What follows belongs to an exercise in optimizing a design on an open flow for small area and a short achievable clock period; a production flow would make more cautious choices. Function was checked by simulation only, so behaviour that the tests miss may differ from the original.

==> flow/design.v, too long to show whole: its modules and the start of the top module <==
// module fa: 4 lines
// module ha: 4 lines
// module datapath: 1237 lines
module datapath(input   logic              clk, reset, kSelect, nEnable, dEnable,
                input   logic       [1:0]  ndSelect,
                input   logic       [15:0] N, D, IA,
                output  logic       [15:0] result);
  // ...
==> flow/flow/run.sh <==
#!/bin/bash
# The standard layout (the standard.sh) with these changes:
#  - Yosys's quick ABC pass inside `synth` is off (-noabc), so extract_fa
#    sees the full adders as written in the RTL (no inverters between them);
#  - ports are buffered with buf_1 instead of the resizer's default pick;
#  - repair_timing aims for 11.4 ns of setup slack, so that it sizes the
#    critical paths instead of stopping at the (easy) 22 ns clock; it only
#    resizes and swaps pins (no new buffers, no cloning);
#  - a denser core (70 %) and clkbuf_8 clock buffers.
# Each tool's full log stays in orfs/logs/; make's output is in standard_flow.log.
set -euo pipefail
bash standard.sh SYNTH_ARGS=-noabc \
  "BUFFER_PORTS_ARGS=-buffer_cell sky130_fd_sc_hd__buf_1" \
  SETUP_SLACK_MARGIN=11.4 SETUP_MOVE_SEQUENCE=unbuffer,sizeup,swap \
  finish > standard_flow.log 2>&1
==> flow/standard.sh <==
#!/bin/bash
# synth_recipe.tcl (not shown) runs the flow's synth.tcl, then flattens the netlist and writes it again
# the make line also repeats each setting of config.mk as NAME=value (left out here)
make -C /OpenROAD-flow-scripts/flow DESIGN_CONFIG=/design/flow/config.mk WORK_HOME=/design/flow/orfs CLKGATE_MAP_FILE= SYNTH_SCRIPT=/design/flow/synth_recipe.tcl "${@:-finish}"
==> flow/config.mk <==
export PLATFORM = sky130hd
export DESIGN_NAME = datapath
export DESIGN_NICKNAME = datapath
export VERILOG_FILES = /design/flow/design.v
export SDC_FILE = /design/flow/constraint.sdc
export NUM_CORES = 4
export LEC_CHECK = 0
export CAP_MARGIN = 20
export CORE_MARGIN = 2
export CORE_UTILIZATION = 70
export CTS_BUF_LIST = sky130_fd_sc_hd__clkbuf_8
export SLEW_MARGIN = 20
==> flow/constraint.sdc <==
create_clock -name core_clock -period 22.0 [get_ports {clk}]
set_input_delay 4.4000 -clock core_clock [delete_from_list [all_inputs] [get_ports {clk}]]
set_output_delay 4.4000 -clock core_clock [all_outputs]
set_load 0.01 [all_outputs]
==> run_results.csv, run 1 <==
group,metric,value,unit
finish,clkbuf_count,6,
logic_synthesis,yosysSeqAreaShare,0.08482,
worst_hold_path,hold_end,"regN[1]$_DFFE_PP0P_",
routing,wirelength,33.89,mm
finish,area_dominant_class,"multi-input combinational cells",
finish,reg_top3,"regD (19), regN (19)",
clock_network,clkTransAtPathRegs,0.09,ns
logic_synthesis,ys_top_cells_by_area,"fa_1 52%, nor2_1 13%, dfrtp_1 8.5%",
finish,final_common_cell,"nor2_1",
logic_synthesis,synth_mux_area_frac,0.03103,
logic_synthesis,synth_top_family_by_area,"adder cells",
job,cap_violations,0,
logic_synthesis,avgSynthCellArea,10.03,um2
finish,drive_gt1_frac,0.1824,
finish,regArea,950.9,um2
outcome,run_status,"no timing/DRC/antenna violations",
timing,max_slew_margin,0.3303,
global_route,antenna_found_initial,0,
logic_synthesis,synth.distinct_cells,63,
timing,rsz0062_at_grt,"true",
worst_setup_path,cp_top_family,"adder cells",
logic_synthesis,ys_async_sr_fraction,1.000,
worst_setup_path,r2r_slack,14.20,ns
placement,hpwl,23.82,mm
floorplan,die-area,17040,um2
clock_network,clock_latency,0.31,ns
logic_synthesis,synth.cell_area,11210,um2
clock_network,cts_buffers,5,
worst_setup_path,slowest_stage,"o21ai_4",
timing,slew_violations,0,
finish,design_area,12440,um2
finish,fin_nets,1547,
logic_synthesis,ys_ff_latch,38,
==> module datapath, before the edit <==
module datapath(input   logic              clk, reset, kSelect, nEnable, dEnable,
                input   logic       [1:0]  ndSelect,
                input   logic       [15:0] N, D, IA,
                output  logic       [15:0] result);
    logic [18:0] regN, regD, K, M, R;
    assign K = kSelect ? {IA, 3'b000} : (~regD + 19'd2);
    always_comb
        case (ndSelect)
            2'd0: M = {D, 3'b000};
            2'd1: M = {N, 3'b000};
            2'd2: M = regD;
            default: M = regN;
        endcase
    wire s1;
    wire c2;
    ha u2 (.a((K[0] & M[13])), .b((K[1] & M[12])), .s(s1), .co(c2));
    wire s3;
    wire c4;
    fa u4 (.a((K[0] & M[14])), .b((K[1] & M[13])), .ci((K[2] & M[12])), .s(s3), .co(c4));
    wire s5;
    wire c6;
    ha u6 (.a((K[3] & M[11])), .b((K[4] & M[10])), .s(s5), .co(c6));
    wire s7;
    wire c8;
    fa u8 (.a((K[0] & M[15])), .b((K[1] & M[14])), .ci((K[2] & M[13])), .s(s7), .co(c8));
    wire s9;
    wire c10;
    fa u10 (.a((K[3] & M[12])), .b((K[4] & M[11])), .ci((K[5] & M[10])), .s(s9), .co(c10));
    wire s11;
    wire c12;
    ha u12 (.a((K[6] & M[9])), .b((K[7] & M[8])), .s(s11), .co(c12));
    wire s13;
    wire c14;
    fa u14 (.a((K[0] & M[16])), .b((K[1] & M[15])), .ci((K[2] & M[14])), .s(s13), .co(c14));
    wire s15;
    wire c16;
    fa u16 (.a((K[3] & M[13])), .b((K[4] & M[12])), .ci((K[5] & M[11])), .s(s15), .co(c16));
    wire s17;
    wire c18;
    fa u18 (.a((K[6] & M[10])), .b((K[7] & M[9])), .ci((K[8] & M[8])), .s(s17), .co(c18));
    wire s19;
    wire c20;
    ha u20 (.a((K[9] & M[7])), .b((K[10] & M[6])), .s(s19), .co(c20));
    wire s21;
    wire c22;
    fa u22 (.a((K[0] & M[17])), .b((K[1] & M[16])), .ci((K[2] & M[15])), .s(s21), .co(c22));
    wire s23;
    wire c24;
    fa u24 (.a((K[3] & M[14])), .b((K[4] & M[13])), .ci((K[5] & M[12])), .s(s23), .co(c24));
    wire s25;
    wire c26;
    fa u26 (.a((K[6] & M[11])), .b((K[7] & M[10])), .ci((K[8] & M[9])), .s(s25), .co(c26));
    wire s27;
    wire c28;
    fa u28 (.a((K[9] & M[8])), .b((K[10] & M[7])), .ci((K[11] & M[6])), .s(s27), .co(c28));
    wire s29;
    wire c30;
    ha u30 (.a((K[12] & M[5])), .b((K[13] & M[4])), .s(s29), .co(c30));
    wire s31;
    wire c32;
    fa u32 (.a((K[0] & M[18])), .b((K[1] & M[17])), .ci((K[2] & M[16])), .s(s31), .co(c32));
    wire s33;
    wire c34;
    fa u34 (.a((K[3] & M[15])), .b((K[4] & M[14])), .ci((K[5] & M[13])), .s(s33), .co(c34));
    wire s35;
    wire c36;
    fa u36 (.a((K[6] & M[12])), .b((K[7] & M[11])), .ci((K[8] & M[10])), .s(s35), .co(c36));
    wire s37;
    wire c38;
    fa u38 (.a((K[9] & M[9])), .b((K[10] & M[8])), .ci((K[11] & M[7])), .s(s37), .co(c38));
    wire s39;
    wire c40;
    fa u40 (.a((K[12] & M[6])), .b((K[13] & M[5])), .ci((K[14] & M[4])), .s(s39), .co(c40));
    wire s41;
    wire c42;
    ha u42 (.a((K[15] & M[3])), .b((K[16] & M[2])), .s(s41), .co(c42));
    wire s43;
    wire c44;
    fa u44 (.a((K[1] & M[18])), .b((K[2] & M[17])), .ci((K[3] & M[16])), .s(s43), .co(c44));
    wire s45;
    wire c46;
    fa u46 (.a((K[4] & M[15])), .b((K[5] & M[14])), .ci((K[6] & M[13])), .s(s45), .co(c46));
    wire s47;
    wire c48;
    fa u48 (.a((K[7] & M[12])), .b((K[8] & M[11])), .ci((K[9] & M[10])), .s(s47), .co(c48));
    wire s49;
    wire c50;
    fa u50 (.a((K[10] & M[9])), .b((K[11] & M[8])), .ci((K[12] & M[7])), .s(s49), .co(c50));
    wire s51;
    wire c52;
    fa u52 (.a((K[13] & M[6])), .b((K[14] & M[5])), .ci((K[15] & M[4])), .s(s51), .co(c52));
    wire s53;
    wire c54;
    ha u54 (.a((K[16] & M[3])), .b((K[17] & M[2])), .s(s53), .co(c54));
    wire s55;
    wire c56;
    fa u56 (.a((K[2] & M[18])), .b((K[3] & M[17])), .ci((K[4] & M[16])), .s(s55), .co(c56));
    wire s57;
    wire c58;
    fa u58 (.a((K[5] & M[15])), .b((K[6] & M[14])), .ci((K[7] & M[13])), .s(s57), .co(c58));
    wire s59;
    wire c60;
    fa u60 (.a((K[8] & M[12])), .b((K[9] & M[11])), .ci((K[10] & M[10])), .s(s59), .co(c60));
    wire s61;
    wire c62;
    fa u62 (.a((K[11] & M[9])), .b((K[12] & M[8])), .ci((K[13] & M[7])), .s(s61), .co(c62));
    wire s63;
    wire c64;
    fa u64 (.a((K[14] & M[6])), .b((K[15] & M[5])), .ci((K[16] & M[4])), .s(s63), .co(c64));
    wire s65;
    wire c66;
    fa u66 (.a((K[3] & M[18])), .b((K[4] & M[17])), .ci((K[5] & M[16])), .s(s65), .co(c66));
    wire s67;
    wire c68;
    fa u68 (.a((K[6] & M[15])), .b((K[7] & M[14])), .ci((K[8] & M[13])), .s(s67), .co(c68));
    wire s69;
    wire c70;
    fa u70 (.a((K[9] & M[12])), .b((K[10] & M[11])), .ci((K[11] & M[10])), .s(s69), .co(c70));
    wire s71;
    wire c72;
    fa u72 (.a((K[12] & M[9])), .b((K[13] & M[8])), .ci((K[14] & M[7])), .s(s71), .co(c72));
    wire s73;
    wire c74;
    fa u74 (.a((K[4] & M[18])), .b((K[5] & M[17])), .ci((K[6] & M[16])), .s(s73), .co(c74));
    wire s75;
    wire c76;
    fa u76 (.a((K[7] & M[15])), .b((K[8] & M[14])), .ci((K[9] & M[13])), .s(s75), .co(c76));
    wire s77;
    wire c78;
    fa u78 (.a((K[10] & M[12])), .b((K[11] & M[11])), .ci((K[12] & M[10])), .s(s77), .co(c78));
    wire s79;
    wire c80;
    fa u80 (.a((K[5] & M[18])), .b((K[6] & M[17])), .ci((K[7] & M[16])), .s(s79), .co(c80));
    wire s81;
    wire c82;
    fa u82 (.a((K[8] & M[15])), .b((K[9] & M[14])), .ci((K[10] & M[13])), .s(s81), .co(c82));
    wire s83;
    wire c84;
    fa u84 (.a((K[6] & M[18])), .b((K[7] & M[17])), .ci((K[8] & M[16])), .s(s83), .co(c84));
    wire s85;
    wire c86;
    ha u86 (.a((K[0] & M[9])), .b((K[1] & M[8])), .s(s85), .co(c86));
    wire s87;
    wire c88;
    fa u88 (.a((K[0] & M[10])), .b((K[1] & M[9])), .ci((K[2] & M[8])), .s(s87), .co(c88));
    wire s89;
    wire c90;
    ha u90 (.a((K[3] & M[7])), .b((K[4] & M[6])), .s(s89), .co(c90));
    wire s91;
    wire c92;
    fa u92 (.a((K[0] & M[11])), .b((K[1] & M[10])), .ci((K[2] & M[9])), .s(s91), .co(c92));
    wire s93;
    wire c94;
    fa u94 (.a((K[3] & M[8])), .b((K[4] & M[7])), .ci((K[5] & M[6])), .s(s93), .co(c94));
    wire s95;
    wire c96;
    ha u96 (.a((K[6] & M[5])), .b((K[7] & M[4])), .s(s95), .co(c96));
    wire s97;
    wire c98;
    fa u98 (.a((K[0] & M[12])), .b((K[1] & M[11])), .ci((K[2] & M[10])), .s(s97), .co(c98));
    wire s99;
    wire c100;
    fa u100 (.a((K[3] & M[9])), .b((K[4] & M[8])), .ci((K[5] & M[7])), .s(s99), .co(c100));
    wire s101;
    wire c102;
    fa u102 (.a((K[6] & M[6])), .b((K[7] & M[5])), .ci((K[8] & M[4])), .s(s101), .co(c102));
    wire s103;
    wire c104;
    ha u104 (.a((K[9] & M[3])), .b((K[10] & M[2])), .s(s103), .co(c104));
    wire s105;
    wire c106;
    fa u106 (.a(s1), .b((K[2] & M[11])), .ci((K[3] & M[10])), .s(s105), .co(c106));
    wire s107;
    wire c108;
    fa u108 (.a((K[4] & M[9])), .b((K[5] & M[8])), .ci((K[6] & M[7])), .s(s107), .co(c108));
    wire s109;
    wire c110;
    fa u110 (.a((K[7] & M[6])), .b((K[8] & M[5])), .ci((K[9] & M[4])), .s(s109), .co(c110));
    wire s111;
    wire c112;
    fa u112 (.a((K[10] & M[3])), .b((K[11] & M[2])), .ci((K[12] & M[1])), .s(s111), .co(c112));
    wire s113;
    wire c114;
    fa u114 (.a(c2), .b(s3), .ci(s5), .s(s113), .co(c114));
    wire s115;
    wire c116;
    fa u116 (.a((K[5] & M[9])), .b((K[6] & M[8])), .ci((K[7] & M[7])), .s(s115), .co(c116));
    wire s117;
    wire c118;
    fa u118 (.a((K[8] & M[6])), .b((K[9] & M[5])), .ci((K[10] & M[4])), .s(s117), .co(c118));
    wire s119;
    wire c120;
    fa u120 (.a((K[11] & M[3])), .b((K[12] & M[2])), .ci((K[13] & M[1])), .s(s119), .co(c120));
    wire s121;
    wire c122;
    fa u122 (.a(c4), .b(c6), .ci(s7), .s(s121), .co(c122));
    wire s123;
    wire c124;
    fa u124 (.a(s9), .b(s11), .ci((K[8] & M[7])), .s(s123), .co(c124));
    wire s125;
    wire c126;
    fa u126 (.a((K[9] & M[6])), .b((K[10] & M[5])), .ci((K[11] & M[4])), .s(s125), .co(c126));
    wire s127;
    wire c128;
    fa u128 (.a((K[12] & M[3])), .b((K[13] & M[2])), .ci((K[14] & M[1])), .s(s127), .co(c128));
    wire s129;
    wire c130;
    fa u130 (.a(c8), .b(c10), .ci(c12), .s(s129), .co(c130));
    wire s131;
    wire c132;
    fa u132 (.a(s13), .b(s15), .ci(s17), .s(s131), .co(c132));
    wire s133;
    wire c134;
    fa u134 (.a(s19), .b((K[11] & M[5])), .ci((K[12] & M[4])), .s(s133), .co(c134));
    wire s135;
    wire c136;
    fa u136 (.a((K[13] & M[3])), .b((K[14] & M[2])), .ci((K[15] & M[1])), .s(s135), .co(c136));
    wire s137;
    wire c138;
    fa u138 (.a(c14), .b(c16), .ci(c18), .s(s137), .co(c138));
    wire s139;
    wire c140;
    fa u140 (.a(c20), .b(s21), .ci(s23), .s(s139), .co(c140));
    wire s141;
    wire c142;
    fa u142 (.a(s25), .b(s27), .ci(s29), .s(s141), .co(c142));
    wire s143;
    wire c144;
    fa u144 (.a((K[14] & M[3])), .b((K[15] & M[2])), .ci((K[16] & M[1])), .s(s143), .co(c144));
    wire s145;
    wire c146;
    fa u146 (.a(c22), .b(c24), .ci(c26), .s(s145), .co(c146));
    wire s147;
    wire c148;
    fa u148 (.a(c28), .b(c30), .ci(s31), .s(s147), .co(c148));
    wire s149;
    wire c150;
    fa u150 (.a(s33), .b(s35), .ci(s37), .s(s149), .co(c150));
    wire s151;
    wire c152;
    fa u152 (.a(s39), .b(s41), .ci((K[17] & M[1])), .s(s151), .co(c152));
    wire s153;
    wire c154;
    fa u154 (.a(c32), .b(c34), .ci(c36), .s(s153), .co(c154));
    wire s155;
    wire c156;
    fa u156 (.a(c38), .b(c40), .ci(c42), .s(s155), .co(c156));
    wire s157;
    wire c158;
    fa u158 (.a(s43), .b(s45), .ci(s47), .s(s157), .co(c158));
    wire s159;
    wire c160;
    fa u160 (.a(s49), .b(s51), .ci(s53), .s(s159), .co(c160));
    wire s161;
    wire c162;
    fa u162 (.a(c44), .b(c46), .ci(c48), .s(s161), .co(c162));
    wire s163;
    wire c164;
    fa u164 (.a(c50), .b(c52), .ci(c54), .s(s163), .co(c164));
    wire s165;
    wire c166;
    fa u166 (.a(s55), .b(s57), .ci(s59), .s(s165), .co(c166));
    wire s167;
    wire c168;
    fa u168 (.a(s61), .b(s63), .ci((K[17] & M[3])), .s(s167), .co(c168));
    wire s169;
    wire c170;
    fa u170 (.a(c56), .b(c58), .ci(c60), .s(s169), .co(c170));
    wire s171;
    wire c172;
    fa u172 (.a(c62), .b(c64), .ci(s65), .s(s171), .co(c172));
    wire s173;
    wire c174;
    fa u174 (.a(s67), .b(s69), .ci(s71), .s(s173), .co(c174));
    wire s175;
    wire c176;
    fa u176 (.a((K[15] & M[6])), .b((K[16] & M[5])), .ci((K[17] & M[4])), .s(s175), .co(c176));
    wire s177;
    wire c178;
    fa u178 (.a(c66), .b(c68), .ci(c70), .s(s177), .co(c178));
    wire s179;
    wire c180;
    fa u180 (.a(c72), .b(s73), .ci(s75), .s(s179), .co(c180));
    wire s181;
    wire c182;
    fa u182 (.a(s77), .b((K[13] & M[9])), .ci((K[14] & M[8])), .s(s181), .co(c182));
    wire s183;
    wire c184;
    fa u184 (.a((K[15] & M[7])), .b((K[16] & M[6])), .ci((K[17] & M[5])), .s(s183), .co(c184));
    wire s185;
    wire c186;
    fa u186 (.a(c74), .b(c76), .ci(c78), .s(s185), .co(c186));
    wire s187;
    wire c188;
    fa u188 (.a(s79), .b(s81), .ci((K[11] & M[12])), .s(s187), .co(c188));
    wire s189;
    wire c190;
    fa u190 (.a((K[12] & M[11])), .b((K[13] & M[10])), .ci((K[14] & M[9])), .s(s189), .co(c190));
    wire s191;
    wire c192;
    fa u192 (.a((K[15] & M[8])), .b((K[16] & M[7])), .ci((K[17] & M[6])), .s(s191), .co(c192));
    wire s193;
    wire c194;
    fa u194 (.a(c80), .b(c82), .ci(s83), .s(s193), .co(c194));
    wire s195;
    wire c196;
    fa u196 (.a((K[9] & M[15])), .b((K[10] & M[14])), .ci((K[11] & M[13])), .s(s195), .co(c196));
    wire s197;
    wire c198;
    fa u198 (.a((K[12] & M[12])), .b((K[13] & M[11])), .ci((K[14] & M[10])), .s(s197), .co(c198));
    wire s199;
    wire c200;
    fa u200 (.a((K[15] & M[9])), .b((K[16] & M[8])), .ci((K[17] & M[7])), .s(s199), .co(c200));
    wire s201;
    wire c202;
    fa u202 (.a(c84), .b((K[7] & M[18])), .ci((K[8] & M[17])), .s(s201), .co(c202));
    wire s203;
    wire c204;
    fa u204 (.a((K[9] & M[16])), .b((K[10] & M[15])), .ci((K[11] & M[14])), .s(s203), .co(c204));
    wire s205;
    wire c206;
    fa u206 (.a((K[12] & M[13])), .b((K[13] & M[12])), .ci((K[14] & M[11])), .s(s205), .co(c206));
    wire s207;
    wire c208;
    fa u208 (.a((K[15] & M[10])), .b((K[16] & M[9])), .ci((K[17] & M[8])), .s(s207), .co(c208));
    wire s209;
    wire c210;
    fa u210 (.a((K[8] & M[18])), .b((K[9] & M[17])), .ci((K[10] & M[16])), .s(s209), .co(c210));
    wire s211;
    wire c212;
    fa u212 (.a((K[11] & M[15])), .b((K[12] & M[14])), .ci((K[13] & M[13])), .s(s211), .co(c212));
    wire s213;
    wire c214;
    fa u214 (.a((K[14] & M[12])), .b((K[15] & M[11])), .ci((K[16] & M[10])), .s(s213), .co(c214));
    wire s215;
    wire c216;
    fa u216 (.a((K[9] & M[18])), .b((K[10] & M[17])), .ci((K[11] & M[16])), .s(s215), .co(c216));
    wire s217;
    wire c218;
    fa u218 (.a((K[12] & M[15])), .b((K[13] & M[14])), .ci((K[14] & M[13])), .s(s217), .co(c218));
    wire s219;
    wire c220;
    fa u220 (.a((K[10] & M[18])), .b((K[11] & M[17])), .ci((K[12] & M[16])), .s(s219), .co(c220));
    wire s221;
    wire c222;
    ha u222 (.a((K[0] & M[6])), .b((K[1] & M[5])), .s(s221), .co(c222));
    wire s223;
    wire c224;
    fa u224 (.a((K[0] & M[7])), .b((K[1] & M[6])), .ci((K[2] & M[5])), .s(s223), .co(c224));
    wire s225;
    wire c226;
    ha u226 (.a((K[3] & M[4])), .b((K[4] & M[3])), .s(s225), .co(c226));
    wire s227;
    wire c228;
    fa u228 (.a((K[0] & M[8])), .b((K[1] & M[7])), .ci((K[2] & M[6])), .s(s227), .co(c228));
    wire s229;
    wire c230;
    fa u230 (.a((K[3] & M[5])), .b((K[4] & M[4])), .ci((K[5] & M[3])), .s(s229), .co(c230));
    wire s231;
    wire c232;
    ha u232 (.a((K[6] & M[2])), .b((K[7] & M[1])), .s(s231), .co(c232));
    wire s233;
    wire c234;
    fa u234 (.a(s85), .b((K[2] & M[7])), .ci((K[3] & M[6])), .s(s233), .co(c234));
    wire s235;
    wire c236;
    fa u236 (.a((K[4] & M[5])), .b((K[5] & M[4])), .ci((K[6] & M[3])), .s(s235), .co(c236));
    wire s237;
    wire c238;
    fa u238 (.a((K[7] & M[2])), .b((K[8] & M[1])), .ci((K[9] & M[0])), .s(s237), .co(c238));
    wire s239;
    wire c240;
    fa u240 (.a(c86), .b(s87), .ci(s89), .s(s239), .co(c240));
    wire s241;
    wire c242;
    fa u242 (.a((K[5] & M[5])), .b((K[6] & M[4])), .ci((K[7] & M[3])), .s(s241), .co(c242));
    wire s243;
    wire c244;
    fa u244 (.a((K[8] & M[2])), .b((K[9] & M[1])), .ci((K[10] & M[0])), .s(s243), .co(c244));
    wire s245;
    wire c246;
    fa u246 (.a(c88), .b(c90), .ci(s91), .s(s245), .co(c246));
    wire s247;
    wire c248;
    fa u248 (.a(s93), .b(s95), .ci((K[8] & M[3])), .s(s247), .co(c248));
    wire s249;
    wire c250;
    fa u250 (.a((K[9] & M[2])), .b((K[10] & M[1])), .ci((K[11] & M[0])), .s(s249), .co(c250));
    wire s251;
    wire c252;
    fa u252 (.a(c92), .b(c94), .ci(c96), .s(s251), .co(c252));
    wire s253;
    wire c254;
    fa u254 (.a(s97), .b(s99), .ci(s101), .s(s253), .co(c254));
    wire s255;
    wire c256;
    fa u256 (.a(s103), .b((K[11] & M[1])), .ci((K[12] & M[0])), .s(s255), .co(c256));
    wire s257;
    wire c258;
    fa u258 (.a(c98), .b(c100), .ci(c102), .s(s257), .co(c258));
    wire s259;
    wire c260;
    fa u260 (.a(c104), .b(s105), .ci(s107), .s(s259), .co(c260));
    wire s261;
    wire c262;
    fa u262 (.a(s109), .b(s111), .ci((K[13] & M[0])), .s(s261), .co(c262));
    wire s263;
    wire c264;
    fa u264 (.a(c106), .b(c108), .ci(c110), .s(s263), .co(c264));
    wire s265;
    wire c266;
    fa u266 (.a(c112), .b(s113), .ci(s115), .s(s265), .co(c266));
    wire s267;
    wire c268;
    fa u268 (.a(s117), .b(s119), .ci((K[14] & M[0])), .s(s267), .co(c268));
    wire s269;
    wire c270;
    fa u270 (.a(c114), .b(c116), .ci(c118), .s(s269), .co(c270));
    wire s271;
    wire c272;
    fa u272 (.a(c120), .b(s121), .ci(s123), .s(s271), .co(c272));
    wire s273;
    wire c274;
    fa u274 (.a(s125), .b(s127), .ci((K[15] & M[0])), .s(s273), .co(c274));
    wire s275;
    wire c276;
    fa u276 (.a(c122), .b(c124), .ci(c126), .s(s275), .co(c276));
    wire s277;
    wire c278;
    fa u278 (.a(c128), .b(s129), .ci(s131), .s(s277), .co(c278));
    wire s279;
    wire c280;
    fa u280 (.a(s133), .b(s135), .ci((K[16] & M[0])), .s(s279), .co(c280));
    wire s281;
    wire c282;
    fa u282 (.a(c130), .b(c132), .ci(c134), .s(s281), .co(c282));
    wire s283;
    wire c284;
    fa u284 (.a(c136), .b(s137), .ci(s139), .s(s283), .co(c284));
    wire s285;
    wire c286;
    fa u286 (.a(s141), .b(s143), .ci((K[17] & M[0])), .s(s285), .co(c286));
    wire s287;
    wire c288;
    fa u288 (.a(c138), .b(c140), .ci(c142), .s(s287), .co(c288));
    wire s289;
    wire c290;
    fa u290 (.a(c144), .b(s145), .ci(s147), .s(s289), .co(c290));
    wire s291;
    wire c292;
    fa u292 (.a(s149), .b(s151), .ci((K[18] & M[0])), .s(s291), .co(c292));
    wire s293;
    wire c294;
    fa u294 (.a(c146), .b(c148), .ci(c150), .s(s293), .co(c294));
    wire s295;
    wire c296;
    fa u296 (.a(c152), .b(s153), .ci(s155), .s(s295), .co(c296));
    wire s297;
    wire c298;
    fa u298 (.a(s157), .b(s159), .ci((K[18] & M[1])), .s(s297), .co(c298));
    wire s299;
    wire c300;
    fa u300 (.a(c154), .b(c156), .ci(c158), .s(s299), .co(c300));
    wire s301;
    wire c302;
    fa u302 (.a(c160), .b(s161), .ci(s163), .s(s301), .co(c302));
    wire s303;
    wire c304;
    fa u304 (.a(s165), .b(s167), .ci((K[18] & M[2])), .s(s303), .co(c304));
    wire s305;
    wire c306;
    fa u306 (.a(c162), .b(c164), .ci(c166), .s(s305), .co(c306));
    wire s307;
    wire c308;
    fa u308 (.a(c168), .b(s169), .ci(s171), .s(s307), .co(c308));
    wire s309;
    wire c310;
    fa u310 (.a(s173), .b(s175), .ci((K[18] & M[3])), .s(s309), .co(c310));
    wire s311;
    wire c312;
    fa u312 (.a(c170), .b(c172), .ci(c174), .s(s311), .co(c312));
    wire s313;
    wire c314;
    fa u314 (.a(c176), .b(s177), .ci(s179), .s(s313), .co(c314));
    wire s315;
    wire c316;
    fa u316 (.a(s181), .b(s183), .ci((K[18] & M[4])), .s(s315), .co(c316));
    wire s317;
    wire c318;
    fa u318 (.a(c178), .b(c180), .ci(c182), .s(s317), .co(c318));
    wire s319;
    wire c320;
    fa u320 (.a(c184), .b(s185), .ci(s187), .s(s319), .co(c320));
    wire s321;
    wire c322;
    fa u322 (.a(s189), .b(s191), .ci((K[18] & M[5])), .s(s321), .co(c322));
    wire s323;
    wire c324;
    fa u324 (.a(c186), .b(c188), .ci(c190), .s(s323), .co(c324));
    wire s325;
    wire c326;
    fa u326 (.a(c192), .b(s193), .ci(s195), .s(s325), .co(c326));
    wire s327;
    wire c328;
    fa u328 (.a(s197), .b(s199), .ci((K[18] & M[6])), .s(s327), .co(c328));
    wire s329;
    wire c330;
    fa u330 (.a(c194), .b(c196), .ci(c198), .s(s329), .co(c330));
    wire s331;
    wire c332;
    fa u332 (.a(c200), .b(s201), .ci(s203), .s(s331), .co(c332));
    wire s333;
    wire c334;
    fa u334 (.a(s205), .b(s207), .ci((K[18] & M[7])), .s(s333), .co(c334));
    wire s335;
    wire c336;
    fa u336 (.a(c202), .b(c204), .ci(c206), .s(s335), .co(c336));
    wire s337;
    wire c338;
    fa u338 (.a(c208), .b(s209), .ci(s211), .s(s337), .co(c338));
    wire s339;
    wire c340;
    fa u340 (.a(s213), .b((K[17] & M[9])), .ci((K[18] & M[8])), .s(s339), .co(c340));
    wire s341;
    wire c342;
    fa u342 (.a(c210), .b(c212), .ci(c214), .s(s341), .co(c342));
    wire s343;
    wire c344;
    fa u344 (.a(s215), .b(s217), .ci((K[15] & M[12])), .s(s343), .co(c344));
    wire s345;
    wire c346;
    fa u346 (.a((K[16] & M[11])), .b((K[17] & M[10])), .ci((K[18] & M[9])), .s(s345), .co(c346));
    wire s347;
    wire c348;
    fa u348 (.a(c216), .b(c218), .ci(s219), .s(s347), .co(c348));
    wire s349;
    wire c350;
    fa u350 (.a((K[13] & M[15])), .b((K[14] & M[14])), .ci((K[15] & M[13])), .s(s349), .co(c350));
    wire s351;
    wire c352;
    fa u352 (.a((K[16] & M[12])), .b((K[17] & M[11])), .ci((K[18] & M[10])), .s(s351), .co(c352));
    wire s353;
    wire c354;
    fa u354 (.a(c220), .b((K[11] & M[18])), .ci((K[12] & M[17])), .s(s353), .co(c354));
    wire s355;
    wire c356;
    fa u356 (.a((K[13] & M[16])), .b((K[14] & M[15])), .ci((K[15] & M[14])), .s(s355), .co(c356));
    wire s357;
    wire c358;
    fa u358 (.a((K[16] & M[13])), .b((K[17] & M[12])), .ci((K[18] & M[11])), .s(s357), .co(c358));
    wire s359;
    wire c360;
    fa u360 (.a((K[12] & M[18])), .b((K[13] & M[17])), .ci((K[14] & M[16])), .s(s359), .co(c360));
    wire s361;
    wire c362;
    fa u362 (.a((K[15] & M[15])), .b((K[16] & M[14])), .ci((K[17] & M[13])), .s(s361), .co(c362));
    wire s363;
    wire c364;
    fa u364 (.a((K[13] & M[18])), .b((K[14] & M[17])), .ci((K[15] & M[16])), .s(s363), .co(c364));
    wire s365;
    wire c366;
    ha u366 (.a((K[0] & M[4])), .b((K[1] & M[3])), .s(s365), .co(c366));
    wire s367;
    wire c368;
    fa u368 (.a((K[0] & M[5])), .b((K[1] & M[4])), .ci((K[2] & M[3])), .s(s367), .co(c368));
    wire s369;
    wire c370;
    ha u370 (.a((K[3] & M[2])), .b((K[4] & M[1])), .s(s369), .co(c370));
    wire s371;
    wire c372;
    fa u372 (.a(s221), .b((K[2] & M[4])), .ci((K[3] & M[3])), .s(s371), .co(c372));
    wire s373;
    wire c374;
    fa u374 (.a((K[4] & M[2])), .b((K[5] & M[1])), .ci((K[6] & M[0])), .s(s373), .co(c374));
    wire s375;
    wire c376;
    fa u376 (.a(c222), .b(s223), .ci(s225), .s(s375), .co(c376));
    wire s377;
    wire c378;
    fa u378 (.a((K[5] & M[2])), .b((K[6] & M[1])), .ci((K[7] & M[0])), .s(s377), .co(c378));
    wire s379;
    wire c380;
    fa u380 (.a(c224), .b(c226), .ci(s227), .s(s379), .co(c380));
    wire s381;
    wire c382;
    fa u382 (.a(s229), .b(s231), .ci((K[8] & M[0])), .s(s381), .co(c382));
    wire s383;
    wire c384;
    fa u384 (.a(c228), .b(c230), .ci(c232), .s(s383), .co(c384));
    wire s385;
    wire c386;
    fa u386 (.a(s233), .b(s235), .ci(s237), .s(s385), .co(c386));
    wire s387;
    wire c388;
    fa u388 (.a(c234), .b(c236), .ci(c238), .s(s387), .co(c388));
    wire s389;
    wire c390;
    fa u390 (.a(s239), .b(s241), .ci(s243), .s(s389), .co(c390));
    wire s391;
    wire c392;
    fa u392 (.a(c240), .b(c242), .ci(c244), .s(s391), .co(c392));
    wire s393;
    wire c394;
    fa u394 (.a(s245), .b(s247), .ci(s249), .s(s393), .co(c394));
    wire s395;
    wire c396;
    fa u396 (.a(c246), .b(c248), .ci(c250), .s(s395), .co(c396));
    wire s397;
    wire c398;
    fa u398 (.a(s251), .b(s253), .ci(s255), .s(s397), .co(c398));
    wire s399;
    wire c400;
    fa u400 (.a(c252), .b(c254), .ci(c256), .s(s399), .co(c400));
    wire s401;
    wire c402;
    fa u402 (.a(s257), .b(s259), .ci(s261), .s(s401), .co(c402));
    wire s403;
    wire c404;
    fa u404 (.a(c258), .b(c260), .ci(c262), .s(s403), .co(c404));
    wire s405;
    wire c406;
    fa u406 (.a(s263), .b(s265), .ci(s267), .s(s405), .co(c406));
    wire s407;
    wire c408;
    fa u408 (.a(c264), .b(c266), .ci(c268), .s(s407), .co(c408));
    wire s409;
    wire c410;
    fa u410 (.a(s269), .b(s271), .ci(s273), .s(s409), .co(c410));
    wire s411;
    wire c412;
    fa u412 (.a(c270), .b(c272), .ci(c274), .s(s411), .co(c412));
    wire s413;
    wire c414;
    fa u414 (.a(s275), .b(s277), .ci(s279), .s(s413), .co(c414));
    wire s415;
    wire c416;
    fa u416 (.a(c276), .b(c278), .ci(c280), .s(s415), .co(c416));
    wire s417;
    wire c418;
    fa u418 (.a(s281), .b(s283), .ci(s285), .s(s417), .co(c418));
    wire s419;
    wire c420;
    fa u420 (.a(c282), .b(c284), .ci(c286), .s(s419), .co(c420));
    wire s421;
    wire c422;
    fa u422 (.a(s287), .b(s289), .ci(s291), .s(s421), .co(c422));
    wire s423;
    wire c424;
    fa u424 (.a(c288), .b(c290), .ci(c292), .s(s423), .co(c424));
    wire s425;
    wire c426;
    fa u426 (.a(s293), .b(s295), .ci(s297), .s(s425), .co(c426));
    wire s427;
    wire c428;
    fa u428 (.a(c294), .b(c296), .ci(c298), .s(s427), .co(c428));
    wire s429;
    wire c430;
    fa u430 (.a(s299), .b(s301), .ci(s303), .s(s429), .co(c430));
    wire s431;
    wire c432;
    fa u432 (.a(c300), .b(c302), .ci(c304), .s(s431), .co(c432));
    wire s433;
    wire c434;
    fa u434 (.a(s305), .b(s307), .ci(s309), .s(s433), .co(c434));
    wire s435;
    wire c436;
    fa u436 (.a(c306), .b(c308), .ci(c310), .s(s435), .co(c436));
    wire s437;
    wire c438;
    fa u438 (.a(s311), .b(s313), .ci(s315), .s(s437), .co(c438));
    wire s439;
    wire c440;
    fa u440 (.a(c312), .b(c314), .ci(c316), .s(s439), .co(c440));
    wire s441;
    wire c442;
    fa u442 (.a(s317), .b(s319), .ci(s321), .s(s441), .co(c442));
    wire s443;
    wire c444;
    fa u444 (.a(c318), .b(c320), .ci(c322), .s(s443), .co(c444));
    wire s445;
    wire c446;
    fa u446 (.a(s323), .b(s325), .ci(s327), .s(s445), .co(c446));
    wire s447;
    wire c448;
    fa u448 (.a(c324), .b(c326), .ci(c328), .s(s447), .co(c448));
    wire s449;
    wire c450;
    fa u450 (.a(s329), .b(s331), .ci(s333), .s(s449), .co(c450));
    wire s451;
    wire c452;
    fa u452 (.a(c330), .b(c332), .ci(c334), .s(s451), .co(c452));
    wire s453;
    wire c454;
    fa u454 (.a(s335), .b(s337), .ci(s339), .s(s453), .co(c454));
    wire s455;
    wire c456;
    fa u456 (.a(c336), .b(c338), .ci(c340), .s(s455), .co(c456));
    wire s457;
    wire c458;
    fa u458 (.a(s341), .b(s343), .ci(s345), .s(s457), .co(c458));
    wire s459;
    wire c460;
    fa u460 (.a(c342), .b(c344), .ci(c346), .s(s459), .co(c460));
    wire s461;
    wire c462;
    fa u462 (.a(s347), .b(s349), .ci(s351), .s(s461), .co(c462));
    wire s463;
    wire c464;
    fa u464 (.a(c348), .b(c350), .ci(c352), .s(s463), .co(c464));
    wire s465;
    wire c466;
    fa u466 (.a(s353), .b(s355), .ci(s357), .s(s465), .co(c466));
    wire s467;
    wire c468;
    fa u468 (.a(c354), .b(c356), .ci(c358), .s(s467), .co(c468));
    wire s469;
    wire c470;
    fa u470 (.a(s359), .b(s361), .ci((K[18] & M[12])), .s(s469), .co(c470));
    wire s471;
    wire c472;
    fa u472 (.a(c360), .b(c362), .ci(s363), .s(s471), .co(c472));
    wire s473;
    wire c474;
    fa u474 (.a((K[16] & M[15])), .b((K[17] & M[14])), .ci((K[18] & M[13])), .s(s473), .co(c474));
    wire s475;
    wire c476;
    fa u476 (.a(c364), .b((K[14] & M[18])), .ci((K[15] & M[17])), .s(s475), .co(c476));
    wire s477;
    wire c478;
    fa u478 (.a((K[16] & M[16])), .b((K[17] & M[15])), .ci((K[18] & M[14])), .s(s477), .co(c478));
    wire s479;
    wire c480;
    fa u480 (.a((K[15] & M[18])), .b((K[16] & M[17])), .ci((K[17] & M[16])), .s(s479), .co(c480));
    wire s481;
    wire c482;
    ha u482 (.a((K[0] & M[3])), .b((K[1] & M[2])), .s(s481), .co(c482));
    wire s483;
    wire c484;
    fa u484 (.a(s365), .b((K[2] & M[2])), .ci((K[3] & M[1])), .s(s483), .co(c484));
    wire s485;
    wire c486;
    fa u486 (.a(c366), .b(s367), .ci(s369), .s(s485), .co(c486));
    wire s487;
    wire c488;
    fa u488 (.a(c368), .b(c370), .ci(s371), .s(s487), .co(c488));
    wire s489;
    wire c490;
    fa u490 (.a(c372), .b(c374), .ci(s375), .s(s489), .co(c490));
    wire s491;
    wire c492;
    fa u492 (.a(c376), .b(c378), .ci(s379), .s(s491), .co(c492));
    wire s493;
    wire c494;
    fa u494 (.a(c380), .b(c382), .ci(s383), .s(s493), .co(c494));
    wire s495;
    wire c496;
    fa u496 (.a(c384), .b(c386), .ci(s387), .s(s495), .co(c496));
    wire s497;
    wire c498;
    fa u498 (.a(c388), .b(c390), .ci(s391), .s(s497), .co(c498));
    wire s499;
    wire c500;
    fa u500 (.a(c392), .b(c394), .ci(s395), .s(s499), .co(c500));
    wire s501;
    wire c502;
    fa u502 (.a(c396), .b(c398), .ci(s399), .s(s501), .co(c502));
    wire s503;
    wire c504;
    fa u504 (.a(c400), .b(c402), .ci(s403), .s(s503), .co(c504));
    wire s505;
    wire c506;
    fa u506 (.a(c404), .b(c406), .ci(s407), .s(s505), .co(c506));
    wire s507;
    wire c508;
    fa u508 (.a(c408), .b(c410), .ci(s411), .s(s507), .co(c508));
    wire s509;
    wire c510;
    fa u510 (.a(c412), .b(c414), .ci(s415), .s(s509), .co(c510));
    wire s511;
    wire c512;
    fa u512 (.a(c416), .b(c418), .ci(s419), .s(s511), .co(c512));
    wire s513;
    wire c514;
    fa u514 (.a(c420), .b(c422), .ci(s423), .s(s513), .co(c514));
    wire s515;
    wire c516;
    fa u516 (.a(c424), .b(c426), .ci(s427), .s(s515), .co(c516));
    wire s517;
    wire c518;
    fa u518 (.a(c428), .b(c430), .ci(s431), .s(s517), .co(c518));
    wire s519;
    wire c520;
    fa u520 (.a(c432), .b(c434), .ci(s435), .s(s519), .co(c520));
    wire s521;
    wire c522;
    fa u522 (.a(c436), .b(c438), .ci(s439), .s(s521), .co(c522));
    wire s523;
    wire c524;
    fa u524 (.a(c440), .b(c442), .ci(s443), .s(s523), .co(c524));
    wire s525;
    wire c526;
    fa u526 (.a(c444), .b(c446), .ci(s447), .s(s525), .co(c526));
    wire s527;
    wire c528;
    fa u528 (.a(c448), .b(c450), .ci(s451), .s(s527), .co(c528));
    wire s529;
    wire c530;
    fa u530 (.a(c452), .b(c454), .ci(s455), .s(s529), .co(c530));
    wire s531;
    wire c532;
    fa u532 (.a(c456), .b(c458), .ci(s459), .s(s531), .co(c532));
    wire s533;
    wire c534;
    fa u534 (.a(c460), .b(c462), .ci(s463), .s(s533), .co(c534));
    wire s535;
    wire c536;
    fa u536 (.a(c464), .b(c466), .ci(s467), .s(s535), .co(c536));
    wire s537;
    wire c538;
    fa u538 (.a(c468), .b(c470), .ci(s471), .s(s537), .co(c538));
    wire s539;
    wire c540;
    fa u540 (.a(c472), .b(c474), .ci(s475), .s(s539), .co(c540));
    wire s541;
    wire c542;
    fa u542 (.a(c476), .b(c478), .ci(s479), .s(s541), .co(c542));
    wire s543;
    wire c544;
    fa u544 (.a(c480), .b((K[16] & M[18])), .ci((K[17] & M[17])), .s(s543), .co(c544));
    wire s545;
    wire c546;
    ha u546 (.a((K[0] & M[2])), .b((K[1] & M[1])), .s(s545), .co(c546));
    wire s547;
    wire c548;
    fa u548 (.a(s481), .b((K[2] & M[1])), .ci((K[3] & M[0])), .s(s547), .co(c548));
    wire s549;
    wire c550;
    fa u550 (.a(c482), .b(s483), .ci((K[4] & M[0])), .s(s549), .co(c550));
    wire s551;
    wire c552;
    fa u552 (.a(c484), .b(s485), .ci((K[5] & M[0])), .s(s551), .co(c552));
    wire s553;
    wire c554;
    fa u554 (.a(c486), .b(s487), .ci(s373), .s(s553), .co(c554));
    wire s555;
    wire c556;
    fa u556 (.a(c488), .b(s489), .ci(s377), .s(s555), .co(c556));
    wire s557;
    wire c558;
    fa u558 (.a(c490), .b(s491), .ci(s381), .s(s557), .co(c558));
    wire s559;
    wire c560;
    fa u560 (.a(c492), .b(s493), .ci(s385), .s(s559), .co(c560));
    wire s561;
    wire c562;
    fa u562 (.a(c494), .b(s495), .ci(s389), .s(s561), .co(c562));
    wire s563;
    wire c564;
    fa u564 (.a(c496), .b(s497), .ci(s393), .s(s563), .co(c564));
    wire s565;
    wire c566;
    fa u566 (.a(c498), .b(s499), .ci(s397), .s(s565), .co(c566));
    wire s567;
    wire c568;
    fa u568 (.a(c500), .b(s501), .ci(s401), .s(s567), .co(c568));
    wire s569;
    wire c570;
    fa u570 (.a(c502), .b(s503), .ci(s405), .s(s569), .co(c570));
    wire s571;
    wire c572;
    fa u572 (.a(c504), .b(s505), .ci(s409), .s(s571), .co(c572));
    wire s573;
    wire c574;
    fa u574 (.a(c506), .b(s507), .ci(s413), .s(s573), .co(c574));
    wire s575;
    wire c576;
    fa u576 (.a(c508), .b(s509), .ci(s417), .s(s575), .co(c576));
    wire s577;
    wire c578;
    fa u578 (.a(c510), .b(s511), .ci(s421), .s(s577), .co(c578));
    wire s579;
    wire c580;
    fa u580 (.a(c512), .b(s513), .ci(s425), .s(s579), .co(c580));
    wire s581;
    wire c582;
    fa u582 (.a(c514), .b(s515), .ci(s429), .s(s581), .co(c582));
    wire s583;
    wire c584;
    fa u584 (.a(c516), .b(s517), .ci(s433), .s(s583), .co(c584));
    wire s585;
    wire c586;
    fa u586 (.a(c518), .b(s519), .ci(s437), .s(s585), .co(c586));
    wire s587;
    wire c588;
    fa u588 (.a(c520), .b(s521), .ci(s441), .s(s587), .co(c588));
    wire s589;
    wire c590;
    fa u590 (.a(c522), .b(s523), .ci(s445), .s(s589), .co(c590));
    wire s591;
    wire c592;
    fa u592 (.a(c524), .b(s525), .ci(s449), .s(s591), .co(c592));
    wire s593;
    wire c594;
    fa u594 (.a(c526), .b(s527), .ci(s453), .s(s593), .co(c594));
    wire s595;
    wire c596;
    fa u596 (.a(c528), .b(s529), .ci(s457), .s(s595), .co(c596));
    wire s597;
    wire c598;
    fa u598 (.a(c530), .b(s531), .ci(s461), .s(s597), .co(c598));
    wire s599;
    wire c600;
    fa u600 (.a(c532), .b(s533), .ci(s465), .s(s599), .co(c600));
    wire s601;
    wire c602;
    fa u602 (.a(c534), .b(s535), .ci(s469), .s(s601), .co(c602));
    wire s603;
    wire c604;
    fa u604 (.a(c536), .b(s537), .ci(s473), .s(s603), .co(c604));
    wire s605;
    wire c606;
    fa u606 (.a(c538), .b(s539), .ci(s477), .s(s605), .co(c606));
    wire s607;
    wire c608;
    fa u608 (.a(c540), .b(s541), .ci((K[18] & M[15])), .s(s607), .co(c608));
    wire s609;
    wire c610;
    fa u610 (.a(c542), .b(s543), .ci((K[18] & M[16])), .s(s609), .co(c610));
    wire s611;
    wire c612;
    fa u612 (.a(c544), .b((K[17] & M[18])), .ci((K[18] & M[17])), .s(s611), .co(c612));
    wire [36:0] ra, rb, ps;
    assign ra[0] = (K[0] & M[0]);
    assign rb[0] = 1'b0;
    assign ra[1] = (K[0] & M[1]);
    assign rb[1] = (K[1] & M[0]);
    assign ra[2] = s545;
    assign rb[2] = (K[2] & M[0]);
    assign ra[3] = c546;
    assign rb[3] = s547;
    assign ra[4] = c548;
    assign rb[4] = s549;
    assign ra[5] = c550;
    assign rb[5] = s551;
    assign ra[6] = c552;
    assign rb[6] = s553;
    assign ra[7] = c554;
    assign rb[7] = s555;
    assign ra[8] = c556;
    assign rb[8] = s557;
    assign ra[9] = c558;
    assign rb[9] = s559;
    assign ra[10] = c560;
    assign rb[10] = s561;
    assign ra[11] = c562;
    assign rb[11] = s563;
    assign ra[12] = c564;
    assign rb[12] = s565;
    assign ra[13] = c566;
    assign rb[13] = s567;
    assign ra[14] = c568;
    assign rb[14] = s569;
    assign ra[15] = c570;
    assign rb[15] = s571;
    assign ra[16] = c572;
    assign rb[16] = s573;
    assign ra[17] = c574;
    assign rb[17] = s575;
    assign ra[18] = c576;
    assign rb[18] = s577;
    assign ra[19] = c578;
    assign rb[19] = s579;
    assign ra[20] = c580;
    assign rb[20] = s581;
    assign ra[21] = c582;
    assign rb[21] = s583;
    assign ra[22] = c584;
    assign rb[22] = s585;
    assign ra[23] = c586;
    assign rb[23] = s587;
    assign ra[24] = c588;
    assign rb[24] = s589;
    assign ra[25] = c590;
    assign rb[25] = s591;
    assign ra[26] = c592;
    assign rb[26] = s593;
    assign ra[27] = c594;
    assign rb[27] = s595;
    assign ra[28] = c596;
    assign rb[28] = s597;
    assign ra[29] = c598;
    assign rb[29] = s599;
    assign ra[30] = c600;
    assign rb[30] = s601;
    assign ra[31] = c602;
    assign rb[31] = s603;
    assign ra[32] = c604;
    assign rb[32] = s605;
    assign ra[33] = c606;
    assign rb[33] = s607;
    assign ra[34] = c608;
    assign rb[34] = s609;
    assign ra[35] = c610;
    assign rb[35] = s611;
    assign ra[36] = c612;
    assign rb[36] = (K[18] & M[18]);
    wire [36:0] g0 = ra & rb;
    wire [36:0] p0 = ra ^ rb;
    wire gg1 = g0[1] | (p0[1] & g0[0]);
    wire pp1 = p0[1] & p0[0];
    wire gg2 = g0[3] | (p0[3] & g0[2]);
    wire pp2 = p0[3] & p0[2];
    wire gg3 = g0[5] | (p0[5] & g0[4]);
    wire pp3 = p0[5] & p0[4];
    wire gg4 = g0[7] | (p0[7] & g0[6]);
    wire pp4 = p0[7] & p0[6];
    wire gg5 = g0[9] | (p0[9] & g0[8]);
    wire pp5 = p0[9] & p0[8];
    wire gg6 = g0[11] | (p0[11] & g0[10]);
    wire pp6 = p0[11] & p0[10];
    wire gg7 = g0[13] | (p0[13] & g0[12]);
    wire pp7 = p0[13] & p0[12];
    wire gg8 = g0[15] | (p0[15] & g0[14]);
    wire pp8 = p0[15] & p0[14];
    wire gg9 = g0[17] | (p0[17] & g0[16]);
    wire pp9 = p0[17] & p0[16];
    wire gg10 = g0[19] | (p0[19] & g0[18]);
    wire pp10 = p0[19] & p0[18];
    wire gg11 = g0[21] | (p0[21] & g0[20]);
    wire pp11 = p0[21] & p0[20];
    wire gg12 = g0[23] | (p0[23] & g0[22]);
    wire pp12 = p0[23] & p0[22];
    wire gg13 = g0[25] | (p0[25] & g0[24]);
    wire pp13 = p0[25] & p0[24];
    wire gg14 = g0[27] | (p0[27] & g0[26]);
    wire pp14 = p0[27] & p0[26];
    wire gg15 = g0[29] | (p0[29] & g0[28]);
    wire pp15 = p0[29] & p0[28];
    wire gg16 = g0[31] | (p0[31] & g0[30]);
    wire pp16 = p0[31] & p0[30];
    wire gg17 = g0[33] | (p0[33] & g0[32]);
    wire pp17 = p0[33] & p0[32];
    wire gg18 = g0[35] | (p0[35] & g0[34]);
    wire pp18 = p0[35] & p0[34];
    wire gg19 = g0[2] | (p0[2] & gg1);
    wire pp19 = p0[2] & pp1;
    wire gg20 = gg2 | (pp2 & gg1);
    wire pp20 = pp2 & pp1;
    wire gg21 = g0[6] | (p0[6] & gg3);
    wire pp21 = p0[6] & pp3;
    wire gg22 = gg4 | (pp4 & gg3);
    wire pp22 = pp4 & pp3;
    wire gg23 = g0[10] | (p0[10] & gg5);
    wire pp23 = p0[10] & pp5;
    wire gg24 = gg6 | (pp6 & gg5);
    wire pp24 = pp6 & pp5;
    wire gg25 = g0[14] | (p0[14] & gg7);
    wire pp25 = p0[14] & pp7;
    wire gg26 = gg8 | (pp8 & gg7);
    wire pp26 = pp8 & pp7;
    wire gg27 = g0[18] | (p0[18] & gg9);
    wire pp27 = p0[18] & pp9;
    wire gg28 = gg10 | (pp10 & gg9);
    wire pp28 = pp10 & pp9;
    wire gg29 = g0[22] | (p0[22] & gg11);
    wire pp29 = p0[22] & pp11;
    wire gg30 = gg12 | (pp12 & gg11);
    wire pp30 = pp12 & pp11;
    wire gg31 = g0[26] | (p0[26] & gg13);
    wire pp31 = p0[26] & pp13;
    wire gg32 = gg14 | (pp14 & gg13);
    wire pp32 = pp14 & pp13;
    wire gg33 = g0[30] | (p0[30] & gg15);
    wire pp33 = p0[30] & pp15;
    wire gg34 = gg16 | (pp16 & gg15);
    wire pp34 = pp16 & pp15;
    wire gg35 = g0[34] | (p0[34] & gg17);
    wire pp35 = p0[34] & pp17;
    wire gg36 = gg18 | (pp18 & gg17);
    wire pp36 = pp18 & pp17;
    wire gg37 = g0[4] | (p0[4] & gg20);
    wire pp37 = p0[4] & pp20;
    wire gg38 = gg3 | (pp3 & gg20);
    wire pp38 = pp3 & pp20;
    wire gg39 = gg21 | (pp21 & gg20);
    wire pp39 = pp21 & pp20;
    wire gg40 = gg22 | (pp22 & gg20);
    wire pp40 = pp22 & pp20;
    wire gg41 = g0[12] | (p0[12] & gg24);
    wire pp41 = p0[12] & pp24;
    wire gg42 = gg7 | (pp7 & gg24);
    wire pp42 = pp7 & pp24;
    wire gg43 = gg25 | (pp25 & gg24);
    wire pp43 = pp25 & pp24;
    wire gg44 = gg26 | (pp26 & gg24);
    wire pp44 = pp26 & pp24;
    wire gg45 = g0[20] | (p0[20] & gg28);
    wire pp45 = p0[20] & pp28;
    wire gg46 = gg11 | (pp11 & gg28);
    wire pp46 = pp11 & pp28;
    wire gg47 = gg29 | (pp29 & gg28);
    wire pp47 = pp29 & pp28;
    wire gg48 = gg30 | (pp30 & gg28);
    wire pp48 = pp30 & pp28;
    wire gg49 = g0[28] | (p0[28] & gg32);
    wire pp49 = p0[28] & pp32;
    wire gg50 = gg15 | (pp15 & gg32);
    wire pp50 = pp15 & pp32;
    wire gg51 = gg33 | (pp33 & gg32);
    wire pp51 = pp33 & pp32;
    wire gg52 = gg34 | (pp34 & gg32);
    wire pp52 = pp34 & pp32;
    wire gg53 = g0[36] | (p0[36] & gg36);
    wire pp53 = p0[36] & pp36;
    wire gg54 = g0[8] | (p0[8] & gg40);
    wire pp54 = p0[8] & pp40;
    wire gg55 = gg5 | (pp5 & gg40);
    wire pp55 = pp5 & pp40;
    wire gg56 = gg23 | (pp23 & gg40);
    wire pp56 = pp23 & pp40;
    wire gg57 = gg24 | (pp24 & gg40);
    wire pp57 = pp24 & pp40;
    wire gg58 = gg41 | (pp41 & gg40);
    wire pp58 = pp41 & pp40;
    wire gg59 = gg42 | (pp42 & gg40);
    wire pp59 = pp42 & pp40;
    wire gg60 = gg43 | (pp43 & gg40);
    wire pp60 = pp43 & pp40;
    wire gg61 = gg44 | (pp44 & gg40);
    wire pp61 = pp44 & pp40;
    wire gg62 = g0[24] | (p0[24] & gg48);
    wire pp62 = p0[24] & pp48;
    wire gg63 = gg13 | (pp13 & gg48);
    wire pp63 = pp13 & pp48;
    wire gg64 = gg31 | (pp31 & gg48);
    wire pp64 = pp31 & pp48;
    wire gg65 = gg32 | (pp32 & gg48);
    wire pp65 = pp32 & pp48;
    wire gg66 = gg49 | (pp49 & gg48);
    wire pp66 = pp49 & pp48;
    wire gg67 = gg50 | (pp50 & gg48);
    wire pp67 = pp50 & pp48;
    wire gg68 = gg51 | (pp51 & gg48);
    wire pp68 = pp51 & pp48;
    wire gg69 = gg52 | (pp52 & gg48);
    wire pp69 = pp52 & pp48;
    wire gg70 = g0[16] | (p0[16] & gg61);
    wire pp70 = p0[16] & pp61;
    wire gg71 = gg9 | (pp9 & gg61);
    wire pp71 = pp9 & pp61;
    wire gg72 = gg27 | (pp27 & gg61);
    wire pp72 = pp27 & pp61;
    wire gg73 = gg28 | (pp28 & gg61);
    wire pp73 = pp28 & pp61;
    wire gg74 = gg45 | (pp45 & gg61);
    wire pp74 = pp45 & pp61;
    wire gg75 = gg46 | (pp46 & gg61);
    wire pp75 = pp46 & pp61;
    wire gg76 = gg47 | (pp47 & gg61);
    wire pp76 = pp47 & pp61;
    wire gg77 = gg48 | (pp48 & gg61);
    wire pp77 = pp48 & pp61;
    wire gg78 = gg62 | (pp62 & gg61);
    wire pp78 = pp62 & pp61;
    wire gg79 = gg63 | (pp63 & gg61);
    wire pp79 = pp63 & pp61;
    wire gg80 = gg64 | (pp64 & gg61);
    wire pp80 = pp64 & pp61;
    wire gg81 = gg65 | (pp65 & gg61);
    wire pp81 = pp65 & pp61;
    wire gg82 = gg66 | (pp66 & gg61);
    wire pp82 = pp66 & pp61;
    wire gg83 = gg67 | (pp67 & gg61);
    wire pp83 = pp67 & pp61;
    wire gg84 = gg68 | (pp68 & gg61);
    wire pp84 = pp68 & pp61;
    wire gg85 = gg69 | (pp69 & gg61);
    wire pp85 = pp69 & pp61;
    wire gg86 = g0[32] | (p0[32] & gg85);
    wire pp86 = p0[32] & pp85;
    wire gg87 = gg17 | (pp17 & gg85);
    wire pp87 = pp17 & pp85;
    wire gg88 = gg35 | (pp35 & gg85);
    wire pp88 = pp35 & pp85;
    wire gg89 = gg36 | (pp36 & gg85);
    wire pp89 = pp36 & pp85;
    wire gg90 = gg53 | (pp53 & gg85);
    wire pp90 = pp53 & pp85;
    wire [36:0] x0 = ra ^ rb;
    assign ps[0] = x0[0];
    assign ps[1] = x0[1] ^ g0[0];
    assign ps[2] = x0[2] ^ gg1;
    assign ps[3] = x0[3] ^ gg19;
    assign ps[4] = x0[4] ^ gg20;
    assign ps[5] = x0[5] ^ gg37;
    assign ps[6] = x0[6] ^ gg38;
    assign ps[7] = x0[7] ^ gg39;
    assign ps[8] = x0[8] ^ gg40;
    assign ps[9] = x0[9] ^ gg54;
    assign ps[10] = x0[10] ^ gg55;
    assign ps[11] = x0[11] ^ gg56;
    assign ps[12] = x0[12] ^ gg57;
    assign ps[13] = x0[13] ^ gg58;
    assign ps[14] = x0[14] ^ gg59;
    assign ps[15] = x0[15] ^ gg60;
    assign ps[16] = x0[16] ^ gg61;
    assign ps[17] = x0[17] ^ gg70;
    assign ps[18] = x0[18] ^ gg71;
    assign ps[19] = x0[19] ^ gg72;
    assign ps[20] = x0[20] ^ gg73;
    assign ps[21] = x0[21] ^ gg74;
    assign ps[22] = x0[22] ^ gg75;
    assign ps[23] = x0[23] ^ gg76;
    assign ps[24] = x0[24] ^ gg77;
    assign ps[25] = x0[25] ^ gg78;
    assign ps[26] = x0[26] ^ gg79;
    assign ps[27] = x0[27] ^ gg80;
    assign ps[28] = x0[28] ^ gg81;
    assign ps[29] = x0[29] ^ gg82;
    assign ps[30] = x0[30] ^ gg83;
    assign ps[31] = x0[31] ^ gg84;
    assign ps[32] = x0[32] ^ gg85;
    assign ps[33] = x0[33] ^ gg86;
    assign ps[34] = x0[34] ^ gg87;
    assign ps[35] = x0[35] ^ gg88;
    assign ps[36] = x0[36] ^ gg89;
    assign R = {ps[36:19], ps[17] & (ps[18] | ps[16])};
    always_ff @(posedge clk, posedge reset)
        if (reset) begin
            regN <= 19'd0;
            regD <= 19'd0;
        end else begin
            if (nEnable) regN <= R;
            if (dEnable) regD <= R;
        end
    assign result = {regD[17:3], regD[1] & (regD[2] | regD[0])};
endmodule
==> run 2, diff against run 1 <==
--- a/flow/design.v
+++ b/flow/design.v
@@ -14,9 +14,6 @@
     assign K = kSelect ? {IA, 3'b000} : (~regD + 19'd2);
-    always_comb
-        case (ndSelect)
-            2'd0: M = {D, 3'b000};
-            2'd1: M = {N, 3'b000};
-            2'd2: M = regD;
-            default: M = regN;
-        endcase
+    logic [18:0] Mr, Mi;
+    assign Mr = ndSelect[0] ? regN : regD;
+    assign Mi = ndSelect[0] ? {N, 3'b000} : {D, 3'b000};
+    assign M = ndSelect[1] ? Mr : Mi;
     wire s1;
--- a/flow/flow/run.sh
+++ b/flow/flow/run.sh
@@ -5,3 +5,3 @@
 #  - ports are buffered with buf_1 instead of the resizer's default pick;
-#  - repair_timing aims for 11.4 ns of setup slack, so that it sizes the
+#  - repair_timing aims for 11.2 ns of setup slack, so that it sizes the
 #    critical paths instead of stopping at the (easy) 22 ns clock; it only
@@ -13,3 +13,3 @@
   "BUFFER_PORTS_ARGS=-buffer_cell sky130_fd_sc_hd__buf_1" \
-  SETUP_SLACK_MARGIN=11.4 SETUP_MOVE_SEQUENCE=unbuffer,sizeup,swap \
+  SETUP_SLACK_MARGIN=11.2 SETUP_MOVE_SEQUENCE=unbuffer,sizeup,swap \
   finish > standard_flow.log 2>&1
==> run 2 against run 1 <==
Still clean on timing, DRC and antenna. Utilization is 2.2 points lower. Final cell count increased by 3.9%. Worst setup slack improved by 0.041 ns. Hold slack worse by 0.021 ns. Synthesized cell count increased by 3.8%. Flip-flop and latch count unchanged. Fmax grew 0.38%. Critical path type unchanged. Critical endpoint is now regN[10]$_DFFE_PP0P_.
==> run_results.csv, run 2 <==
group,metric,value,unit
routing,post_drt_wl_per_cell,23.94,um
clock_network,cts_hold_buf,0,
routing,drt.antenna.violating_nets,0,
worst_setup_path,r2r-start,"regD[1]$_DFFE_PP0P_",
clock_network,h-tree-depth,2,
worst_setup_path,r2r_slack,14.49,ns
worst_setup_path,cp.required,22.20,ns
timing,fin_crit,10.65,ns
timing,setup_violations,0,
clock_network,cts_setup_buffers,0,
global_route,grt_overflow_total,0,
finish,area_delta_synth_final,6.856,%
finish,final_common_cell,"nor2_1",
floorplan,die_w,131.9,um
finish,final_core_util,0.7670,
worst_setup_path,cpMostUsedCell,"fa_1",
logic_synthesis,ys_ff_latch,38,
routing,drtIter0Drc,930,
worst_setup_path,worstPathCellList,"clkbuf_2 -> buf_12 -> mux2_4 -> o21ai_4 -> nor2_2 -> fa_1 -> fa_1 -> fa_1 -> fa_1 -> fa_1 -> fa_1 -> ha_4 -> and3_2 -> nand3_1 -> or3_1 -> o21ai_4 -> a21oi_2 -> xnor2_1 -> mux2_2",
logic_synthesis,synth.cell_area,11440,um2
worst_setup_path,crit_cells,19,
global_route,grt_max_degree,41,
floorplan,initial_core_util,0.7178,
worst_setup_path,critical_path.startpoint,"ndSelect[1]",
floorplan,rows,46,
clock_network,numClockSinks,38,
finish,drive_gt1_frac,0.1151,
clock_network,clkTransAtPathRegs,0.08,ns
routing,num_vias,9326,
worst_setup_path,critPathBufInv,2,
timing,worst_slack,11.35,ns
logic_synthesis,ys_top_cells_by_area,"fa_1 51%, nor2_1 12%, dfrtp_1 8.3%",
worst_setup_path,critical_path_class,"in2reg",
clock_network,clock_path_buffers,2,
floorplan,coreArea,15940,um2
placement,io_buffers,70,
routing,drc,0,
logic_synthesis,synth_flop_cell,"dfrtp_1",
logic_synthesis,avgSynthCellArea,9.857,um2
worst_setup_path,setup.worst_path.end,"regN[10]$_DFFE_PP0P_",
timing,period_share,0.4841,
finish,fin_nets,1596,
global_route,track_usage,0.4041,
finish,antenna_cells,0,
timing,fmax,93.89,MHz
timing,rsz0062_at_grt,"false",
logic_synthesis,synth_edf_count,0,
placement,dp_slack,10.37,ns
global_route,grt_pass1_vias,10350,
placement,gp_congestion,0.9029,
worst_setup_path,worstSetupEndpointType,"flop",
routing,dr.pass1.iters,5,
routing,wirelength,33.87,mm
placement,dpl_cell_area,11930,um2
timing,worstMarginPinSlew,0.8776,ns
logic_synthesis,synth_largest_area_cell,"fa_1",
logic_synthesis,yosysWarningCount,1,
timing,slew_violations,0,
global_route,grt_pass1_wl,54.08,mm
worst_setup_path,arrival,10.86,ns
logic_synthesis,synth_top_area_frac,0.5073,
timing,max_slew_margin,0.4150,
global_route,antenna_found_initial,0,
floorplan,num_io_pins,71,
clock_network,cts_tree,"yes",
routing,avgViaCountPerCell,6.591,
clock_network,clock_latency,0.32,ns
job,cap_violations,0,
logic_synthesis,yosysSeqAreaShare,0.08310,
worst_setup_path,ff2ff_path_depth,22,
logic_synthesis,synthesis.nets,1559,
outcome,run_status,"no timing/DRC/antenna violations",
finish,final_cell_mix,"370 x nor2_1, 285 x fa_1, 67 x buf_1",
logic_synthesis,ys_top_cells_by_count,"378 x nor2_1, 290 x fa_1, 62 x nand2_1, 53 x ha_1, 46 x clkbuf_1",
logic_synthesis,synth.distinct_cells,65,
worst_setup_path,cpPeakStageDelay,0.64,ns
worst_setup_path,slowest_stage,"o21ai_4",
timing,clock_skew,0.008321,ns
logic_synthesis,ys_async_sr_fraction,1.000,
placement,hpwl,24.00,mm
timing,fin_tns_setup,0,ns
finish,design_area,12230,um2
worst_setup_path,cp_top_family,"adder cells",
worst_setup_path,worstPathMaxFanout,37,
finish,reg_top3,"regD (19), regN (19)",
logic_synthesis,syn-instance-count,1161,
floorplan,dieHeight,131.9,um
clock_network,root_buffer,"clkbuf_8",
worst_hold_path,hp-class,"reg2reg",
floorplan,die-area,17390,um2
worst_setup_path,timing.rr.end,"regN[10]$_DFFE_PP0P_",
clock_network,cts_buffers,5,
timing,hold_viol_final,0,
timing,worst_hold_slack,0.4946,ns
logic_synthesis,yosysMostFrequentCell,"nor2_1",
finish,nFillCells,1157,
worst_setup_path,startpoint_type,"primary input",
==> run 2: changes by cell type in the layout (fill, tap and decap cells not counted), moves of 17 or more <==
cell	change
fa_1	+24
fa_2	-24
mux2i_1	+17
nand2_1	+21
nor2_1	+31
nor2_2	-39
==> run 2: per-stage QoR <==
step | cells
finish | 1415
global route | 1415
CTS | 1415
detailed placement | 1407
global placement | 1407
floorplan | 1161
==> run 2: cell type report <==
class	instances	area (um2)	area share
Timing Repair Buffer	106	555.5	0.04543
Clock inverter	2	12.51	0.001023
Clock buffer	6	82.58	0.006753
Tap cell	216	270.3	0.02210
Multi-Input combinational cell	1037	10320	0.8439
Sequential cell	38	950.9	0.07777
Inverter	10	37.54	0.003070
==> run 2: worst min path at each step <==
stage / start / end / slack, ns / cells past startpoint
3_3_place_gp: regN[17]$_DFFE_PP0P_ / regN[17]$_DFFE_PP0P_ / 0.48 / 2
6_report: regN[17]$_DFFE_PP0P_ / regN[17]$_DFFE_PP0P_ / 0.49 / 2
2_1_floorplan: regN[16]$_DFFE_PP0P_ / regN[16]$_DFFE_PP0P_ / 0.45 / 2
4_1_cts: regN[17]$_DFFE_PP0P_ / regN[17]$_DFFE_PP0P_ / 0.50 / 2
5_1_grt: regN[3]$_DFFE_PP0P_ / regN[3]$_DFFE_PP0P_ / 0.54 / 1
3_5_place_dp: regN[17]$_DFFE_PP0P_ / regN[17]$_DFFE_PP0P_ / 0.48 / 2
==> run 2: timing repair <==
action                     CTS  global route
cloned                       0             0
resized for setup            8            37
setup endpoints to repair   38            26
pin swaps                    2            15
==> run 2: tightest hold or removal path, cell delays in order (launching register included) <==
cell     delay [ns]
dfrtp_1        0.36
nand2_1        0.05
o31ai_1        0.05
==> run 2: cell families after synthesis <==
group / after synthesis / share of synthesized area
AOI/OAI and AO/OA: 113 / 0.06692
xor gates and xnor gates: 26 / 0.01990
adders and majority gates: 343 / 0.5653
buffers and inverters: 86 / 0.03466
DFF: 38 / 0.08310
muxes: 55 / 0.05226
and+or+nand+nor: 500 / 0.1779
==> run 2: routing by layer <==
layer  share of wire  routed length, um  vias up  global-route usage
li1                -                  -     3839                   -
met1            0.35              11930     4720              0.5007
met2            0.49              16640      593              0.6832
met3            0.10               3487      174             0.09189
met4           0.053               1811        0              0.1830
met5               0                  0        -                   0

-- what the ideal ports hide --
Ports are ideal in the flow. The routed layouts listed here were re-timed in OpenROAD.
Step 1 sets driving cells, clkbuf_16 on the clock port and buf_2 on the other inputs (assumed; they add their load-dependent delay and slew).
Step 2 times the ports against the registers' clock, not the clock port: input delays grow and output delays shrink by t, the midpoint of the rising clock arrivals with the driver on.
Three values: no drivers, after step 1, after step 2; two values: the first two.
run	t, ns	setup slack, ns	latest minus earliest clock arrival (ns)	pins driven straight from the clock port
run 1	0.342	11.308 / 11.265 / 10.923	0.009 / 0.010	1
run 2	0.344	11.349 / 11.358 / 11.014	0.008 / 0.008	1
After both steps every run listed still meets setup and hold. The setup slack of run 1, which loses most, moves by -0.043 ns with the drivers and by -0.385 ns with both steps.
